This design comes from an exercise in tuning for small area and a short achievable clock period on the open sky130 flow, not from production work. Only simulation tests tie the RTL to the original design; equivalence was not proved.

indigo:
## mas_mul_vedic_32x32
module mas_mul_vedic_32x32 (
  input               clk,
  input               rstn,
  input        [31:0] in1,
  input        [31:0] in2,
  output logic [63:0] res
);
For scale: about 3000 cells after synthesis, about 140 flip-flops, ~130 I/O pins, about 27000 um^2 of cells after synthesis.
==> flow/config.mk <==
export PLATFORM = sky130hd
export DESIGN_NAME = mas_mul_vedic_32x32
export DESIGN_NICKNAME = mas_mul_vedic_32x32
export VERILOG_FILES = /design/flow/design.v
export SDC_FILE = /design/flow/constraint.sdc
export NUM_CORES = 4
export LEC_CHECK = 0
export ABC_AREA = 1
export CAP_MARGIN = 60
export CORE_MARGIN = 2
export CORE_UTILIZATION = 40
export SLEW_MARGIN = 60
export SYNTH_HIERARCHICAL = 1
==> flow/constraint.sdc <==
create_clock -name core_clock -period 25.0 [get_ports {clk}]
set_input_delay 5.0000 -clock core_clock [delete_from_list [all_inputs] [get_ports {clk}]]
set_output_delay 5.0000 -clock core_clock [all_outputs]
set_load 0.01 [all_outputs]
standard.sh (not shown) runs the stock make flow with config.mk's settings and CLKGATE_MAP_FILE= SYNTH_SCRIPT=/design/flow/synth_recipe.tcl, a recipe that flattens the netlist after the stock synthesis.
==> flow/flow/run.sh <==
#!/bin/bash
# The standard layout, with plain buffers (not delay cells) on the ports.
export BUFFER_PORTS_ARGS="-buffer_cell sky130_fd_sc_hd__buf_2"
bash standard.sh > standard.log 2>&1
indigo went all the way through the flow, and no timing, DRC or antenna check failed.
Relative to indigo, the following input files were edited for violet:
diff --git a/flow/config.mk b/flow/config.mk
--- a/flow/config.mk
+++ b/flow/config.mk
@@ -7,7 +7,7 @@
 export LEC_CHECK = 0
 export ABC_AREA = 1
-export CAP_MARGIN = 60
+export CAP_MARGIN = 20
 export CORE_MARGIN = 2
 export CORE_UTILIZATION = 40
-export SLEW_MARGIN = 60
+export SLEW_MARGIN = 80
 export SYNTH_HIERARCHICAL = 1
### Flow results
- indigo and violet ended up with nearly the same fraction of area in clock buffers and inverters.
- Delta (violet minus indigo): slew at the pin closest to its max-slew limit went down; number of buffers and inverters on the critical path went down; setup slack of the critical path after layout went up.
- When violet is measured against indigo, its wire length turns out about 0.45% higher.
Input-level comparison between pepper and violet:
diff --git a/flow/config.mk b/flow/config.mk
--- a/flow/config.mk
+++ b/flow/config.mk
@@ -10,4 +10,4 @@
 export CORE_MARGIN = 2
 export CORE_UTILIZATION = 40
-export SLEW_MARGIN = 80
+export SLEW_MARGIN = 20
 export SYNTH_HIERARCHICAL = 1
Notes after the runs:
Diff violet -> pepper: all-layer global routing usage roughly the same, count of nets after finishing lower, sequential share of layout area higher.
Setup slack delta for pepper relative to violet: 0.67 ns lower
Compared with violet, in pepper non-clock buffer count in the final layout -51; critical path depth +21.

* * *

09-21:
Another version of the RTL of mas_mul_vedic_32x32 (not shown whole).
Size in the first run: about 2900 cells after synthesis, about 130 I/O pins, roughly 27000 µm² of cells after synthesis.
==> flow/config.mk <==
export PLATFORM = sky130hd
export DESIGN_NAME = mas_mul_vedic_32x32
export DESIGN_NICKNAME = mas_mul_vedic_32x32
export VERILOG_FILES = /design/flow/design.v
export SDC_FILE = /design/flow/constraint.sdc
export NUM_CORES = 4
export LEC_CHECK = 0
export ABC_AREA = 1
export CAP_MARGIN = 50
export CORE_MARGIN = 2
export CORE_UTILIZATION = 55
export SLEW_MARGIN = 50
export SYNTH_HIERARCHICAL = 1
==> flow/constraint.sdc <==
create_clock -name core_clock -period 25.0 [get_ports {clk}]
set_input_delay 5.0000 -clock core_clock [delete_from_list [all_inputs] [get_ports {clk}]]
set_output_delay 5.0000 -clock core_clock [all_outputs]
set_load 0.01 [all_outputs]
Scripts as last shown in full above: flow/flow/run.sh
No stage failed in 09-21, and the final checks on the layout all came back clean.
For 03-06, these inputs were changed with respect to 09-21:
--- a/flow/flow/run.sh
+++ b/flow/flow/run.sh
@@ -3 +3 @@
-export BUFFER_PORTS_ARGS="-buffer_cell sky130_fd_sc_hd__buf_2"
+export BUFFER_PORTS_ARGS="-buffer_cell sky130_fd_sc_hd__buf_1"
--- a/flow/config.mk
+++ b/flow/config.mk
@@ -9 +9 @@
-export CAP_MARGIN = 50
+export CAP_MARGIN = 60
@@ -12 +12 @@
-export SLEW_MARGIN = 50
+export SLEW_MARGIN = 60
==> comparison <==
Looking at 03-06 and 09-21, the count of filler cells inserted in the layout is a wash. 03-06: area of all placed cells without fillers is about 0.6% lower than what 09-21 reported. In 03-06 relative to 09-21, vias after detailed routing had gone up slightly. Compared 03-06 vs 09-21, and met2 routing resource usage after global routing is down in 03-06. In the tables for 03-06 and 09-21, met3 wire length reads lower with 09-21. Between 09-21 and 03-06, the sequential fraction of total cell area figures differ only marginally. Lower utilization among 03-06 and 09-21: 03-06. Summary: post-detailed-placement half-perimeter wirelength, 03-06 better than 09-21. Summary of 03-06 over 09-21: clock network contribution to total cell area held. 03-06 | status: complete | timing, DRC, antenna: pass.

* * *

== job 4949 ==
mas_mul_vedic_32x32 again, from the RTL that the note above started with.
==> flow/config.mk <==
export PLATFORM = sky130hd
export DESIGN_NAME = mas_mul_vedic_32x32
export DESIGN_NICKNAME = mas_mul_vedic_32x32
export VERILOG_FILES = /design/flow/design.v
export SDC_FILE = /design/flow/constraint.sdc
export NUM_CORES = 4
export LEC_CHECK = 0
export ABC_AREA = 1
export CAP_MARGIN = 60
export CORE_MARGIN = 2
export CORE_UTILIZATION = 45
export SLEW_MARGIN = 60
export SYNTH_HIERARCHICAL = 1
==> flow/constraint.sdc <==
create_clock -name core_clock -period 25.0 [get_ports {clk}]
set_input_delay 5.0000 -clock core_clock [delete_from_list [all_inputs] [get_ports {clk}]]
set_output_delay 5.0000 -clock core_clock [all_outputs]
set_load 0.01 [all_outputs]
==> flow/flow/run.sh <==
#!/bin/bash
# The standard layout, with plain buffers (not delay cells) on the ports.
export BUFFER_PORTS_ARGS="-buffer_cell sky130_fd_sc_hd__buf_2"
bash standard.sh > standard.log 2>&1
Changes in job 2699 relative to job 4949:
- CORE_UTILIZATION: 45 -> 68
==> results.txt <==
Job 2699: PASS, flow complete, no timing, DRC or antenna violations. Job 4949 -> job 2699: wire length of the first global-routing pass decreased by a few percent. In the floorplan summary, job 2699 is listed with a die area less than that of job 4949. Compared with job 4949, met2 routed wirelength in job 2699 decreased by a little under 10%. Relative to job 4949, the pin count of the biggest net entering global routing of job 2699 is lower by 1. Job 2699 gives more overall via count from detail_route than job 4949 did. When job 2699 is set beside job 4949, its sum of net half-perimeters after detailed placement turns out to be 3.5% smaller. Going from job 4949 to job 2699, wire length decreased 5.0%.
[inputs] job 8586 vs job 2699
- swapping 68 for 40 in CORE_UTILIZATION
==> comparison <==
Delta(global routing usage on met1, job 8586 - job 2699) < 0. Min worst hold margin across job 2699 and job 8586: job 8586. Number of iterations in the first detailed-routing pass in job 8586 vs job 2699: down 1. Delta(standard-cell row count, job 8586 - job 2699) > 0.

-- separate check: timing with driven ports --
No port has a modelled driver above. Below, the same layouts with a new extraction and two added sets of constraints. Step 1 sets driving cells, clkbuf_16 on the clock port and buf_2 on the other inputs (assumed; they add their load-dependent delay and slew). Step 2 times the ports against the registers' clock, not the clock port: input delays grow and output delays shrink by t, the midpoint of the rising clock arrivals with the driver on. Three values: ideal, step 1, step 2; two values: the first two.
| run | shift t [ns] | setup WS [ns] | worst slew at a driven data input, ns |
|---|---|---|---|
| indigo | 0.548 | 18.841 / 18.841 / 18.841 | 0.06 |
| violet | 0.550 | 18.948 / 18.888 / 19.105 | 0.06 |
| pepper | 0.551 | 18.274 / 18.274 / 18.274 | 0.06 |
| 09-21 | 0.561 | 18.929 / 18.919 / 18.929 | 0.07 |
| 03-06 | 0.544 | 18.902 / 18.860 / 18.790 | 0.09 |
| job 4949 | 0.557 | 18.966 / 18.905 / 18.826 | 0.06 |
| job 2699 | 0.559 | 18.885 / 18.885 / 18.885 | 0.07 |
| job 8586 | 0.551 | 18.972 / 18.912 / 18.830 | 0.05 |
After both steps setup and hold are still met in every run listed. For job 8586, which loses most, drivers alone change the setup slack by -0.060 ns; drivers and shift together by -0.142 ns.
